This is an optimization exercise on Yosys and OpenROAD, whose aim is small area, not a production implementation.
The RTL was checked by simulation tests, not by an equivalence proof against the original design.
No driver is modelled on the clock port, so clock power and skew are understated where the tree is cut down; a real chip needs a root buffer or a tree.
No activity file was given, so power comes from the tool's default toggle rates.

Design Filter, start of the top module:
module Filter(input CLK,
              input RST,
              input IN,
              output [7:0] OUT);
  reg x, y1;
  reg  [6:0] ph;
  wire first    = ~(ph[0] | ph[2] | ph[3] | ph[4]);
  wire last_in  = ~(ph[1] | ph[2] | ph[5] | ph[6]);
  wire out_edge = ph[0] & ~(ph[1] | ph[2] | ph[6]);
  wire ph_fb    = ph[3] ^ ph[6] ^ last_in;
  reg [4:0] acc;
  reg       flag;
  wire       inc = y1 ? (~x & ~last_in) : IN;
  wire [5:0] sum = {1'b0, acc} + {5'd0, inc};
  always @(posedge CLK or negedge RST) begin
    if (!RST) begin
      x <= 1'b0;
      y1 <= 1'b0;
      ph <= 7'b1000010;
      acc[0] <= 1'b0;
      flag <= 1'b0;
    end else begin
      x <= IN;
      y1 <= x;
      ph <= {ph[5:0], ph_fb};
      acc[0] <= out_edge ? (y1 & ~x) : sum[0];
      flag <= ~first & (flag | (sum[5] & ~out_edge));
    end
  end
  always @(posedge CLK) begin
    acc[4:1] <= first ? {3'd0, acc[0] & inc} : sum[4:1];
  end
  assign OUT = {7'd0, first & flag};
endmodule
Size in the first run: ~48 cells after synthesis, roughly 11 I/O pins, roughly 610 um2 of cells after synthesis.
export LEC_CHECK = 0
export CAP_MARGIN = 20
export CORE_AREA = 4 4 64 64
export DIE_AREA = 0 0 68 68
export PLACE_DENSITY = 0.9
export SLEW_MARGIN = 20
create_clock -name core_clock -period 20.0 [get_ports {CLK}]
standard.sh (not shown) runs the stock make flow with config.mk's settings and CLKGATE_MAP_FILE= SYNTH_SCRIPT=/design/flow/synth_recipe.tcl, a recipe that flattens the netlist after the stock synthesis.
==> flow/flow/run.sh <==
#!/bin/bash
# Standard ORFS layout with these changes:
#  - one shared tie cell for the constant outputs (no per-port tie duplication)
#  - port buffers use the smallest buffer cell
#  - clock tree without dummy loads; after CTS one clock buffer drives all
#    registers, and logic cells get their smallest drive strength
#    (flow/post_cts.tcl)
set -euo pipefail
here=$(pwd)
CTS="-sink_clustering_enable -repair_clock_nets -dont_use_dummy_load -buf_list sky130_fd_sc_hd__clkbuf_4 -root_buf sky130_fd_sc_hd__clkbuf_4"
bash standard.sh SKIP_REPAIR_TIE_FANOUT=1 \
  "BUFFER_PORTS_ARGS=-buffer_cell sky130_fd_sc_hd__buf_1" \
  "CTS_ARGS=$CTS" "POST_CTS_TCL=$here/flow/post_cts.tcl" finish > standard.log 2>&1
==> flow/flow/post_cts.tcl <==
# Runs at the end of ORFS's CTS step (POST_CTS_TCL).

# 1. The design has few registers: drive them all from one clock buffer.
#    CTS built a root buffer feeding leaf buffers; the leaf buffers are
#    removed so the root drives every register, and the root is upsized when
#    the registers' clock-pin slew would be too high.
set block [ord::get_db_block]
set clk_net [$block findNet CLK]
set loads {}
foreach it [$clk_net getITerms] {
  if {[$it isInputSignal]} { lappend loads $it }
}
if {[llength $loads] == 1} {
  set root [[lindex $loads 0] getInst]
  if {[string match "*clkbuf*" [[$root getMaster] getName]]} {
    set out_net ""
    foreach it [$root getITerms] {
      if {[$it isOutputSignal]} { set out_net [$it getNet] }
    }
    set leaves {}
    foreach it [$out_net getITerms] {
      if {[$it isInputSignal] && [string match "*clkbuf*" [[[$it getInst] getMaster] getName]]} {
        lappend leaves [[$it getInst] getName]
      }
    }
    foreach l $leaves {
      puts "post_cts: removing leaf clock buffer $l"
      remove_buffers [get_cells $l]
    }
  }
}

proc max_clk_slew {} {
  set mx 0
  foreach inst [[ord::get_db_block] getInsts] {
    if {[string match "*__df*" [[$inst getMaster] getName]]} {
      set s [get_property [get_pins [$inst getName]/CLK] slew_max]
      if {$s > $mx} { set mx $s }
    }
  }
  return $mx
}
estimate_parasitics -placement
puts "post_cts: clock-pin slew [max_clk_slew]"
if {[info exists root] && [max_clk_slew] > 0.110} {
  foreach b {sky130_fd_sc_hd__clkbuf_8 sky130_fd_sc_hd__clkbuf_16} {
    replace_cell [$root getName] $b
    estimate_parasitics -placement
    puts "post_cts: root as $b, clock-pin slew [max_clk_slew]"
    if {[max_clk_slew] <= 0.110} { break }
  }
}

# 2. Give every logic cell the smallest drive strength of its function.
proc cell_area {name} {
  set m [[ord::get_db] findMaster $name]
  if {$m eq "NULL"} { return -1 }
  return [expr {[$m getWidth] * [$m getHeight]}]
}
set dont_use $::env(DONT_USE_CELLS)
foreach inst [$block getInsts] {
  set master [[$inst getMaster] getName]
  if {[$inst isFixed]} { continue }
  if {![regexp {^(sky130_fd_sc_hd__[a-z0-9]+)_([0-9]+)$} $master -> base drive]} { continue }
  if {[string match "*clkbuf*" $base] || [string match "*tap*" $base] || [string match "*conb*" $base]} { continue }
  set best $master
  set best_area [cell_area $master]
  foreach d {0 1 2 4} {
    set cand ${base}_$d
    if {$cand eq $master || [lsearch -exact $dont_use $cand] >= 0} { continue }
    set a [cell_area $cand]
    if {$a > 0 && $a < $best_area} { set best $cand; set best_area $a }
  }
  if {$best ne $master} {
    puts "post_cts: [$inst getName] $master -> $best"
    replace_cell [$inst getName] $best
  }
}

estimate_parasitics -placement
repair_design
repair_timing -setup -hold
detailed_placement
check_placement -verbose
puts "post_cts: final clock-pin slew [max_clk_slew]"
report_worst_slack -max
report_worst_slack -min
Change:
--- a/flow/flow/run.sh
+++ b/flow/flow/run.sh
@@ -5,2 +5,2 @@
-#  - clock tree without dummy loads; after CTS one clock buffer drives all
-#    registers, and logic cells get their smallest drive strength
+#  - clock tree without dummy loads; after CTS the clock port drives the leaf
+#    clock buffers directly, and logic cells get their smallest drive strength
==> flow/flow/post_cts.tcl (replaced) <==
# Runs at the end of ORFS's CTS step (POST_CTS_TCL).

set block [ord::get_db_block]
set clk_net [$block findNet CLK]
set loads {}
foreach it [$clk_net getITerms] {
  if {[$it isInputSignal]} { lappend loads $it }
}
if {[llength $loads] == 1} {
  set root [[lindex $loads 0] getInst]
  set out_net ""
  foreach it [$root getITerms] {
    if {[$it isOutputSignal]} { set out_net [$it getNet] }
  }
  set sinks [llength [$out_net getITerms]]
  if {[string match "*clkbuf*" [[$root getMaster] getName]] && $sinks <= 5} {
    puts "post_cts: removing clock root buffer [$root getName]"
    remove_buffers [get_cells [$root getName]]
  }
}

# 2. Give every logic cell the smallest drive strength of its function.
proc cell_area {name} {
  set m [[ord::get_db] findMaster $name]
  if {$m eq "NULL"} { return -1 }
  return [expr {[$m getWidth] * [$m getHeight]}]
}
set dont_use $::env(DONT_USE_CELLS)
foreach inst [$block getInsts] {
  set master [[$inst getMaster] getName]
  if {[$inst isFixed]} { continue }
  if {![regexp {^(sky130_fd_sc_hd__[a-z0-9]+)_([0-9]+)$} $master -> base drive]} { continue }
  if {[string match "*clkbuf*" $base] || [string match "*tap*" $base] || [string match "*conb*" $base]} { continue }
  set best $master
  set best_area [cell_area $master]
  foreach d {0 1 2 4} {
    set cand ${base}_$d
    if {$cand eq $master || [lsearch -exact $dont_use $cand] >= 0} { continue }
    set a [cell_area $cand]
    if {$a > 0 && $a < $best_area} { set best $cand; set best_area $a }
  }
  if {$best ne $master} {
    puts "post_cts: [$inst getName] $master -> $best"
    replace_cell [$inst getName] $best
  }
}

estimate_parasitics -placement
repair_design
repair_timing -setup -hold
detailed_placement
check_placement -verbose
report_worst_slack -max
report_worst_slack -min
- CORE_AREA: 4 4 64 64 -> unset
- CORE_MARGIN: unset -> 2
- CORE_UTILIZATION: unset -> 40
- DIE_AREA: 0 0 68 68 -> unset
- PLACE_DENSITY: 0.9 -> unset
Result:
- The new run ran to the end with no violations
- clock power is about the same
- routed wire length shrinks by 29%
- power is lower by 3.7%
- critical path depth is unchanged
- sequential share of layout area went up by 3.7 points
- count of clock-buffer cells in the layout increases by 1
Change:
--- a/flow/flow/run.sh
+++ b/flow/flow/run.sh
@@ -5,2 +5,2 @@
-#  - clock tree without dummy loads; after CTS the clock port drives the leaf
-#    clock buffers directly, and logic cells get their smallest drive strength
+#  - clock tree without dummy loads; after CTS one clock buffer drives all
+#    registers, and logic cells get their smallest drive strength
--- a/flow/flow/post_cts.tcl
+++ b/flow/flow/post_cts.tcl
@@ -2,0 +3,4 @@
+# 1. The design has few registers: drive them all from one clock buffer.
+#    CTS built a root buffer feeding leaf buffers; the leaf buffers are
+#    removed so the root drives every register, and the root is upsized when
+#    the registers' clock-pin slew would be too high.
@@ -11,3 +15,15 @@
-  set out_net ""
-  foreach it [$root getITerms] {
-    if {[$it isOutputSignal]} { set out_net [$it getNet] }
+  if {[string match "*clkbuf*" [[$root getMaster] getName]]} {
+    set out_net ""
+    foreach it [$root getITerms] {
+      if {[$it isOutputSignal]} { set out_net [$it getNet] }
+    }
+    set leaves {}
+    foreach it [$out_net getITerms] {
+      if {[$it isInputSignal] && [string match "*clkbuf*" [[[$it getInst] getMaster] getName]]} {
+        lappend leaves [[$it getInst] getName]
+      }
+    }
+    foreach l $leaves {
+      puts "post_cts: removing leaf clock buffer $l"
+      remove_buffers [get_cells $l]
+    }
@@ -15,4 +31,20 @@
-  set sinks [llength [$out_net getITerms]]
-  if {[string match "*clkbuf*" [[$root getMaster] getName]] && $sinks <= 5} {
-    puts "post_cts: removing clock root buffer [$root getName]"
-    remove_buffers [get_cells [$root getName]]
+}
+
+proc max_clk_slew {} {
+  set mx 0
+  foreach inst [[ord::get_db_block] getInsts] {
+    if {[string match "*__df*" [[$inst getMaster] getName]]} {
+      set s [get_property [get_pins [$inst getName]/CLK] slew_max]
+      if {$s > $mx} { set mx $s }
+    }
+  }
+  return $mx
+}
+estimate_parasitics -placement
+puts "post_cts: clock-pin slew [max_clk_slew]"
+if {[info exists root] && [max_clk_slew] > 0.110} {
+  foreach b {sky130_fd_sc_hd__clkbuf_8 sky130_fd_sc_hd__clkbuf_16} {
+    replace_cell [$root getName] $b
+    estimate_parasitics -placement
+    puts "post_cts: root as $b, clock-pin slew [max_clk_slew]"
+    if {[max_clk_slew] <= 0.110} { break }
@@ -52,0 +85 @@
+puts "post_cts: final clock-pin slew [max_clk_slew]"
- CORE_AREA: unset -> 4 4 64 64
- CORE_MARGIN: 2 -> unset
- CORE_UTILIZATION: 40 -> unset
- DIE_AREA: unset -> 0 0 68 68
Result:
- cell area increases by 6.3%
- worst hold slack improved by 0.0033 ns
- die area went up by 150%
- global-route usage decreases by 4.4 points
- worst setup slack improves by 0.031 ns
- register-to-register slack is about the same
- clock power increases by about 5%
- flip-flop and latch count does not change
Change:
--- a/flow/flow/run.sh
+++ b/flow/flow/run.sh
@@ -5,2 +5,2 @@
-#  - clock tree without dummy loads; after CTS one clock buffer drives all
-#    registers, and logic cells get their smallest drive strength
+#  - clock tree without dummy loads; after CTS the clock port drives the leaf
+#    clock buffers directly, and logic cells get their smallest drive strength
==> flow/flow/post_cts.tcl (replaced) <==
# Runs at the end of ORFS's CTS step (POST_CTS_TCL).

set block [ord::get_db_block]
set clk_net [$block findNet CLK]
set loads {}
foreach it [$clk_net getITerms] {
  if {[$it isInputSignal]} { lappend loads $it }
}
if {[llength $loads] == 1} {
  set root [[lindex $loads 0] getInst]
  set out_net ""
  foreach it [$root getITerms] {
    if {[$it isOutputSignal]} { set out_net [$it getNet] }
  }
  set sinks [llength [$out_net getITerms]]
  if {[string match "*clkbuf*" [[$root getMaster] getName]] && $sinks <= 5} {
    puts "post_cts: removing clock root buffer [$root getName]"
    remove_buffers [get_cells [$root getName]]
  }
}

# 2. Give every logic cell the smallest drive strength of its function.
proc cell_area {name} {
  set m [[ord::get_db] findMaster $name]
  if {$m eq "NULL"} { return -1 }
  return [expr {[$m getWidth] * [$m getHeight]}]
}
set dont_use $::env(DONT_USE_CELLS)
foreach inst [$block getInsts] {
  set master [[$inst getMaster] getName]
  if {[$inst isFixed]} { continue }
  if {![regexp {^(sky130_fd_sc_hd__[a-z0-9]+)_([0-9]+)$} $master -> base drive]} { continue }
  if {[string match "*clkbuf*" $base] || [string match "*tap*" $base] || [string match "*conb*" $base]} { continue }
  set best $master
  set best_area [cell_area $master]
  foreach d {0 1 2 4} {
    set cand ${base}_$d
    if {$cand eq $master || [lsearch -exact $dont_use $cand] >= 0} { continue }
    set a [cell_area $cand]
    if {$a > 0 && $a < $best_area} { set best $cand; set best_area $a }
  }
  if {$best ne $master} {
    puts "post_cts: [$inst getName] $master -> $best"
    replace_cell [$inst getName] $best
  }
}

estimate_parasitics -placement
repair_design
repair_timing -setup -hold
detailed_placement
check_placement -verbose
report_worst_slack -max
report_worst_slack -min
=> Worst hold slack is about the same; maximum frequency barely changes; via count grows by 0.32%; critical path depth does not change.

==> what the ideal ports hide <==
No port has a modelled driver above. Below, the same layouts with a new extraction and two added sets of constraints. Step 1 sets driving cells, clkbuf_16 on the clock port and buf_2 on the other inputs (assumed; they add their load-dependent delay and slew). Step 2 adds t to the input delays and takes it off the output delays; t is the mean of the earliest and latest rising clock arrival at the registers after step 1. Input paths then give back, and output paths get back, about the clock's delay inside the block. Slacks: ideal ports / drivers / drivers and shift; pairs: ideal ports / drivers.
run | shift t [ns] | setup WS [ns] | worst data-port slew with drivers (ns)
the first run | 0.166 | 14.295 / 14.273 / 14.438 | 0.04
the second run | 0.163 | 14.330 / 14.305 / 14.468 | 0.03
the third run | 0.165 | 14.362 / 14.343 / 14.507 | 0.04
the fourth run | 0.164 | 14.359 / 14.337 / 14.501 | 0.04
After both steps setup and hold are still met in every run listed.
